This is an optimization exercise on Yosys and OpenROAD, whose aim is small area, a short achievable clock period and few clock cycles per item, not a production implementation. Function was checked by simulation only, so behaviour that the tests miss may differ from the original. Power is estimated from default activity; no workload was simulated.

==> flow/design.v <==
module err_estimat
(
   input wire         clk,
   input wire         rst,
   input wire         i_start,
   input wire  [20:0] i_nv,
   input wire  [24:0] i_nu,
   input wire  [20:0] i_no,
   input wire  [20:0] i_mv,
   input wire  [20:0] i_mo,
   output wire [31:0] o_s1,
   output wire [31:0] o_e1,
   output reg         o_vld,
   output wire        o_error
);
localparam [3391:0] TT_l_x6 = 3392'hfe00000000000000fe00000000000000fe00000000000000fe00000000000000fe00000000000000fe00000000000000fe00000000000000fe00000000000000fe00000000000000fe00000000000000fe00000000000000fe00000000000000fe00000000000000fe00000000000000fe00000000000000fe00000000000000fe00000000000000fe00000000000000fe00000000000000feffffff00000000feff0000ffff0000fe00ff00ff00ff00fe000001fffffffffefffffe0000fffffe003ffe00ff003ffe00c0feff0700c0fe1fc07e03f81fc07ee1c78e1c78e1c78e26c9b26c9b26c9b24a5294a5294a5294e318c6318c6318c62d6b5ad6b4a5294a6739cc6319ce739854a5aa5295a94a541ef00f78c33ce10e66333399cccc6632aa5555aa5555aa54ffff00ffff00fffe00ff0f00ff3f00fe007ff001ffc007fe0f81f03e0fc1f83e738e31ce31c639c69496d652525a4a4a313363e6c6cc9c98ad2a52d5a5aa5a547887788ff00ff00e99999b9333333332aaaaa9b5555555540f7ffce000073ffef0873ce10f78c31e3399cc663399cc6655aa55aa55aa55aa;
function [52:0] l_x6;
    input [5:0] d;
    integer j;
    for (j = 0; j < 53; j = j + 1) l_x6[j] = TT_l_x6[j*64 + d];
endfunction
localparam [423:0] TT_l_no = 424'hfefefefefefefefefefefefefefefefefefefe3ec64a98547e8e922492b4e62a706cda6c4a18d48e922492b4e62a706cda6c5accaa;
function [52:0] l_no;
    input [2:0] d;
    integer j;
    for (j = 0; j < 53; j = j + 1) l_no[j] = TT_l_no[j*8 + d];
endfunction
localparam [3455:0] TT_l_y6 = 3456'hf0f0f8f8fcfcfefef0f0f8f8fcfcfefef0f0f8f8fcfcfefef0f0f8f8fcfcfefef0f0f8f8fcfcfefef0f0f8f8fcfcfefef0f0f8f8fcfcfefef0f0f8f8fcfcfefef0f0f8f8fcfcfefef0f0f8f8fcfcfefef0f0f8f8fcfcfefef0f0f8f8fcfcfefef0f0f8f8fcfcfefef0f0f8f8fcfcfefef0f0f8f8fcfcfefef0f0f8f8fcfcfefef0f0f8f8fcfcfefef0f0f8f8fcfcfefef0f0f8f8fcfc7e7ef17138381c1c8e8e3692dbc96d24b6925ab4695ab469d2b43366cc3366cc996655aa5555aa55aaaa00ffff0000ffff00ff00ff00ff00ff000000000000000000ffffff0000000000000000ffff000000ff0000ff00ff0000ffff000000ffff00ffff00ffff00ff0000ffff00ffff000000ff0000ff00ff00ff0000ffff00000000ff00ff00ff0000ffffffffffffff000000ffffffffff00ffff000000ffff0000ff0000ff00ff00000000ffff000000ff0000ff00ff0000ffff000000ffff0000ff00ffff00ff00ffff0000ffff0000ff00ff00ff00ff000000000000000000000000000000000000000000000000000000000000000000ffffffff00000000ffff0000ffff0000ff00ff00ff00ff000000000000000000;
function [53:0] l_y6;
    input [5:0] d;
    integer j;
    for (j = 0; j < 54; j = j + 1) l_y6[j] = TT_l_y6[j*64 + d];
endfunction
localparam [847:0] TT_l_nutop = 848'hfffefffefffefffefffefffefffefffefffefffefffefffefffefffefffefffefffefffefffefffefffefffefffefffefffefffe3ffec07ec78ec9b2529418c6694a3398aa540f0e33325554fffefffe07fef83e18c6694a3398aa540f0e3332555401fe1e1e6666aaaa;
function [52:0] l_nutop;
    input [3:0] d;
    integer j;
    for (j = 0; j < 53; j = j + 1) l_nutop[j] = TT_l_nutop[j*16 + d];
endfunction
reg         sp;                  
reg         st_mul, st_div, dfirst;
reg   [2:0] cnt;
reg   [5:0] rows;                
reg  [20:0] rnv, rnu, rno, rmv, rmo;
reg  [52:0] ax;
reg  [53:0] ay;
reg  [28:0] rr;                  
reg         wc, wq, noz;
reg         f_ylez, f_ez, f_s1z, f_s1err;
wire start = ~rst & i_start & ~sp;
wire [52:0] ox  = ax << 3;
wire [52:0] lx1 = l_x6({rnv[20:18], rnu[20:18]});
wire [52:0] lx2 = l_no(rno[20:18]);
wire [52:0] xa  = ox ^ lx1 ^ lx2;
wire [52:0] xb  = {(ox[51:0] & lx1[51:0]) | (ox[51:0] & lx2[51:0]) | (lx1[51:0] & lx2[51:0]), 1'b0};
wire [52:0] ax_h = xa + xb;
wire [53:0] ay_h = (ay << 3) + l_y6({rmv[20:18], rmo[20:18]});
wire last_mul = (cnt == 3'd6);
wire        xneg  = ax[52] ^ (ax[51] & wc);
wire        xtopz = wc ? (ax[52:51] == 2'b11) : (ax[52:51] == 2'b00);
wire        xzero = xtopz & (ax[50:0] == 51'd0);
wire [28:0] sd    = ax[50:22];
wire        s1z   = xneg | (sd == 29'd0);
wire        yneg  = ay[53] ^ wq;
wire        ylez  = yneg | (ay[52:0] == 53'd0);
wire        ez    = ylez | s1z;
wire [52:0] yw = ay[52:0];
wire [30:0] t  = {rr, yw[52:51]};
wire [31:0] c1 = {1'b0, t} - {3'b0, sd};
wire [31:0] c2 = {1'b0, t} - {2'b0, sd, 1'b0};
wire [31:0] ua = ~{1'b0, t}, ub = {3'b0, sd}, uc = {2'b0, sd, 1'b0};
wire [31:0] us = ua ^ ub ^ uc;
wire [31:0] uk = {(ua[30:0] & ub[30:0]) | (ua[30:0] & uc[30:0]) | (ub[30:0] & uc[30:0]), 1'b0};
wire [31:0] c3 = ~(us + uk);
wire        g1 = ~c1[31], g2 = ~c2[31], g3 = ~c3[31];
wire        q1 = g2;
wire        q0 = g3 | (g1 & ~g2);
wire [28:0] rnext = g3 ? c3[28:0] : g2 ? c2[28:0] : g1 ? c1[28:0] : t[28:0];
wire [44:0] tm = {rr, yw[52:37]};
wire [44:0] hm;
genvar gi;
generate for (gi = 0; gi <= 44; gi = gi + 1) begin : g_hm
    if (gi >= 28) begin : g1
        assign hm[gi] = 1'b1;
    end else begin : g0
        assign hm[gi] = ~|sd[28:gi+1];
    end
end endgenerate
wire sk = (rows >= 6'd16) & ~|(tm & hm);
wire [5:0] rows_n = rows - (sk ? 6'd16 : 6'd2);
wire div_done = st_div & ((dfirst & ez) | (rows_n == 6'd0));
always @(posedge clk) begin
    sp <= i_start;
    if (rst) begin
        st_mul <= 1'b0;
        st_div <= 1'b0;
        o_vld  <= 1'b0;
    end else begin
        o_vld  <= div_done & ~start;
        st_mul <= start | (st_mul & ~last_mul);
        st_div <= ~start & ((st_mul & last_mul) | (st_div & ~div_done));
    end
end
always @(posedge clk) begin
    dfirst <= st_mul & last_mul;
    cnt <= st_mul ? cnt + 3'd1 : 3'd0;
    if (st_mul) begin
        rnv <= rnv << 3;
        rnu <= rnu << 3;
        rno <= rno << 3;
        rmv <= rmv << 3;
        rmo <= rmo << 3;
    end else begin
        rnv <= i_nv;
        rnu <= i_nu[20:0];
        rno <= i_no;
        rmv <= i_mv;
        rmo <= i_mo;
    end
    if (st_mul & (cnt == 3'd0)) begin
        wc  <= (rno > 21'd1361165);
        wq  <= (rmo > 21'd1677721);
        noz <= (rno == 21'd0);
    end
    if (dfirst) begin
        f_ylez  <= ylez;
        f_ez    <= ez;
        f_s1z   <= s1z;
        f_s1err <= xneg | (xzero & noz);
    end
    if (st_mul)
        ax <= ax_h;
    else if (~st_div)
        ax <= l_nutop(i_nu[24:21]);
    if (st_mul) begin
        ay <= ay_h;
    end else if (st_div) begin
        if (sk)
            ay[52:0] <= {yw[36:0], 16'd0};
        else
            ay[52:0] <= {yw[50:0], q1, q0};
    end else begin
        ay <= 54'd0;
    end
    rows <= st_div ? rows_n : 6'd52;
    rr <= ~st_div ? 29'd0 : sk ? tm[28:0] : rnext;
end
wire [31:0] e1   = {ay[30:0], 1'b0};
wire        e1gt = (|e1[31:25]) | (e1[24] & (|e1[23:0]));
assign o_s1    = f_s1z ? 32'd0 : {3'd0, sd};
assign o_e1    = f_ez ? 32'd0 : e1;
assign o_error = f_s1err | f_ylez | (~f_ez & e1gt);
endmodule
==> flow/run.sh <==
#!/bin/bash
# synth_recipe.tcl (not shown) runs the flow's synth.tcl, then flattens the netlist and writes it again
# the make line also repeats each setting of config.mk as NAME=value (left out here)
make -C /OpenROAD-flow-scripts/flow DESIGN_CONFIG=/design/flow/config.mk WORK_HOME=/design/flow/orfs CLKGATE_MAP_FILE= SYNTH_SCRIPT=/design/flow/synth_recipe.tcl finish
==> flow/config.mk <==
export PLATFORM = sky130hd
export DESIGN_NAME = err_estimat
export DESIGN_NICKNAME = err_estimat
export VERILOG_FILES = /design/flow/design.v
export SDC_FILE = /design/flow/constraint.sdc
export NUM_CORES = 4
export LEC_CHECK = 0
export CAP_MARGIN = 20
export CORE_MARGIN = 2
export CORE_UTILIZATION = 40
export PLACE_DENSITY = 0.6
export SETUP_SLACK_MARGIN = 5
export SLEW_MARGIN = 20
==> flow/constraint.sdc <==
create_clock -name core_clock -period 10.0 [get_ports {clk}]
set_input_delay 2.0000 -clock core_clock [delete_from_list [all_inputs] [get_ports {clk}]]
set_output_delay 2.0000 -clock core_clock [all_outputs]
set_load 0.01 [all_outputs]
==> out/metrics.cfg <==
[place]
dp_slack_ps = 3850
hpwl_um = 66200
place.gp.congestion = 0.989
placed_cell_area_mm2 = 0.0288
numPortBuffers = 173

[outcome]
status = finished clean

[clocking]
numCtsBuffers = 30
cts_hold_buf = 0
htreeDepth = 1
tritoncts = yes
clock-sinks = 261
cts-root-buf = clkbuf_16
clkLatencyLatePin_ps = 600
clk_pin_slew_ps = 60
clk_path_buf_depth = 3

[sta]
setup_viol = 0
hold_viol = 0
maxSlewViolCount = 0
setup_ws_ps = 5080
fin_worst_skew_ps = 22.7
fmax_mhz = 203
tns_ps = 0
slew_headroom = 0.311
period_needed_ps = 4920
worst_pin_slew_ps = 1030
rsz0062_at_grt = true
fin_crit_sh = 0.492

[global_routing]
antenna_found_initial = 1
grt_usage = 0.254
grt_pass1_vias = 24100
grt_max_degree = 86
grt_pass1_wl_um = 138000
gr-total-overflow = 0

[power]
p_comb_frac = 0.606
seqPwrFrac = 0.214
p_switching_mw = 2.93
leakage_nw = 12.7
clockPowerShare = 0.180
p_per_area_mw_per_mm2 = 208
p_int_mw = 3.50
sw_frac_of_total = 0.456
irDropWorstVdd_v = 0.000162

[critical_path]
cp-start-kind = flip-flop
critPathRequiredTime_ps = 10330
worstPathArrival_ps = 5250
rrSetupSlack_ps = 5080
critPathCaptureType = flip-flop
worstPathCellList = buf_4, nor2_1, a22o_1, a21oi_2, fa_1, ha_4, nand2_1, or3_1, o21bai_4, a311oi_4, o2111a_2, o2111ai_4, a2111o_1, a311o_1
max_stage_delay_ps = 670
crit_buf_inv = 1
r2r-start = rnv[20]$_DFF_P_
cpLargestDelayFamily = compound AO/OA/AOI/OAI gates
path_max_fanout = 50
timing.rr.end = ax[52]$_DFFE_PP_
rr_worst_depth = 14
crit_slowest_cell = nor2_1
path_class = reg -> reg

[route]
avgRoutedWirePerCell_um = 20.9
drt_iter0_markers = 2446
vias = 25700
wl_um = 90200
via_per_inst = 5.96
drt_first_pass_iters = 6
drc = 0
ant_nets = 0

[flow_run]
cap_violations = 0

[logic_synthesis]
synthDistinctLibCells = 93
synth-async-reset-ratio = 0
synth_compound_area_frac = 0.269
ys_seq_area_frac = 0.220
synthMuxAreaShare = 0.0643
synth_edf_count = 61
synth_ff_type = dfxtp_1
synth_simple_gate_area_frac = 0.166
syn_inst = 3321
synthAdderAreaFrac = 0.169
synth.avg_cell_area_um2 = 7.99
synth_top_family_by_area = compound AO/OA/AOI/OAI gates
synth_xor_area_frac = 0.0509
ys_ff_latch = 261
synth_area_mm2 = 0.0265
yosysWarningCount = 1

[floorplanning]
dieArea_mm2 = 0.0684
core_mm2 = 0.0657
die_h_um = 261
rows = 94
io_pins = 178
fp.dieW_um = 261
initial_core_util = 0.403

[cells_and_area]
area_growth_pct = 16.4
drive_gt1_frac = 0.0975
final_area_mm2 = 0.0309
antennaDiodeCount = 0
utilization = 0.469
final_nets = 3845
nFillCells = 6545

[worst_hold_path]
hold_depth = 1
hold_end = cnt[0]$_SDFF_PN0_
hold_start = cnt[0]$_SDFF_PN0_
min_path_type = reg -> reg

[synthesized netlist by cell type, drive strengths merged (73+ instances only)]
cell type / n / area [um2]
ha: 228 / 2850
clkbuf: 132 / 495
fa: 81 / 1620
a21o: 82 / 616
dfxtp: 200 / 4000
nand2: 266 / 998
mux2: 97 / 1090
xnor2: 99 / 867
inv: 236 / 886
o21ai: 226 / 1130
nor3: 73 / 365
a21oi: 326 / 1640
nor2: 251 / 947
[layout by cell type, fill, tap and decap left out, types with 35 or more instances in the layout]
cell type / count
nand4_1: 39
o22ai_1: 35
xnor2_1: 99
ha_1: 213
clkdlybuf4s50_1: 173
o21a_1: 46
a31oi_1: 35
a21oi_1: 312
nor2b_1: 66
o21ai_0: 199
buf_4: 54
nor2_1: 245
o211ai_1: 46
o21bai_1: 40
nand3_1: 66
mux2i_1: 50
mux2_2: 97
nand2_1: 260
fa_1: 81
a211oi_1: 59
dfxtp_1: 192
inv_1: 231
xor2_1: 55
nor3_1: 72
edfxtp_1: 61
a21o_1: 82
[cell type report]
type | count | area (um2) | area share
Timing Repair Buffer | 240 | 2410 | 0.0782
Timing Repair inverter | 2 | 15.0 | 0.000486
Clock buffer | 40 | 851 | 0.0276
Multi-Input combinational cell | 2650 | 19600 | 0.634
Clock inverter | 14 | 175 | 0.00568
Inverter | 239 | 921 | 0.0298
Tap cell | 864 | 1080 | 0.0350
Sequential cell | 261 | 5850 | 0.190
[flip-flops by register name (all words and copies together), names as in the netlist, 3 cells and up]
register  cells
rr           29
rmo          21
rows          5
rnu          21
ay           54
ax           53
cnt           3
rmv          21
rnv          21
rno          21
[power groups by stage]
stage                     logic [mW]  clock network [mW]  registers (mW)
final                           3.90                1.16            1.38
after global routing            4.28                1.21            1.39
after CTS                       3.63                1.18            1.37
after detailed placement        3.49                   0            1.40
after global placement          3.50                   0            1.40
after floorplan                 2.67                   0            1.31
[what timing repair did]
item                                    4_1_cts  5_1_grt
gates cloned                                  5        2
gates resized for setup                      61       70
endpoints found under the setup margin       53       38
setup buffers                                27       12
pin swaps                                    11       24
[cells by family (layout without fill, tap and decap cells)]
family,after synthesis,count (layout)
mux,152,152
compound gates,1103,1103
flops,261,261
other cells,1,4
simple gates,927,928
xor+xnor,154,154
buf+inv,414,535
fa+ha+maj,309,309
[worst max path at each step]
stage | slack (ps) | end | from | cells after the start
5_1_grt | 4940 | ax[47]$_DFFE_PP_ | rnu[19]$_DFF_P_ | 17
4_1_cts | 4990 | ax[47]$_DFFE_PP_ | rnu[20]$_DFF_P_ | 17
3_5_place_dp | 3850 | ax[47]$_DFFE_PP_ | rnu[19]$_DFF_P_ | 18
3_3_place_gp | 3840 | ax[47]$_DFFE_PP_ | rnu[19]$_DFF_P_ | 18
2_1_floorplan | 5030 | ax[52]$_DFFE_PP_ | rnu[19]$_DFF_P_ | 20
6_report | 5080 | ax[52]$_DFFE_PP_ | rnv[20]$_DFF_P_ | 14
[per-layer routing]
metal	GRT usage	wire, um	up-vias
li1	-	-	12300
met1	0.344	39500	12100
met2	0.416	41000	1060
met3	0.0373	6580	195
met4	0.0807	3090	2
met5	0	13	-
[stage by stage]
stage | power, mW | hold slack [ps] | cells
2_1_floorplan | 3.98 | 402 | 3324
6_report | 6.43 | 433 | 4310
5_1_grt | 6.88 | 457 | 4310
3_3_place_gp | 4.90 | 416 | 4208
3_5_place_dp | 4.89 | 426 | 4209
4_1_cts | 6.18 | 439 | 4295
Testbench counts, summed over its fixed seeds: cycles 24,000, items 1,200.

port drivers added, routing unchanged:
Ports are ideal in the flow. The routed layout listed here was re-timed in OpenROAD. Step 1 sets driving cells, clkbuf_16 on the clock port and buf_2 on the other inputs (assumed; they add their load-dependent delay and slew). Step 2 times the ports against the registers' clock, not the clock port: input delays grow and output delays shrink by t, the midpoint of the rising clock arrivals with the driver on. Three values: ideal ports, drivers, drivers and shift; two values: the first two.
t (ns): 0.649
slack for setup (ns): 5.080 / 5.080 / 5.080
worst hold slack (ns): 0.433 / 0.433 / 0.433
pins driven straight from the clock port: 1
After both steps setup and hold are still met in this run. For this run, drivers alone change the setup slack by 0.000 ns; drivers and shift together by 0.000 ns.
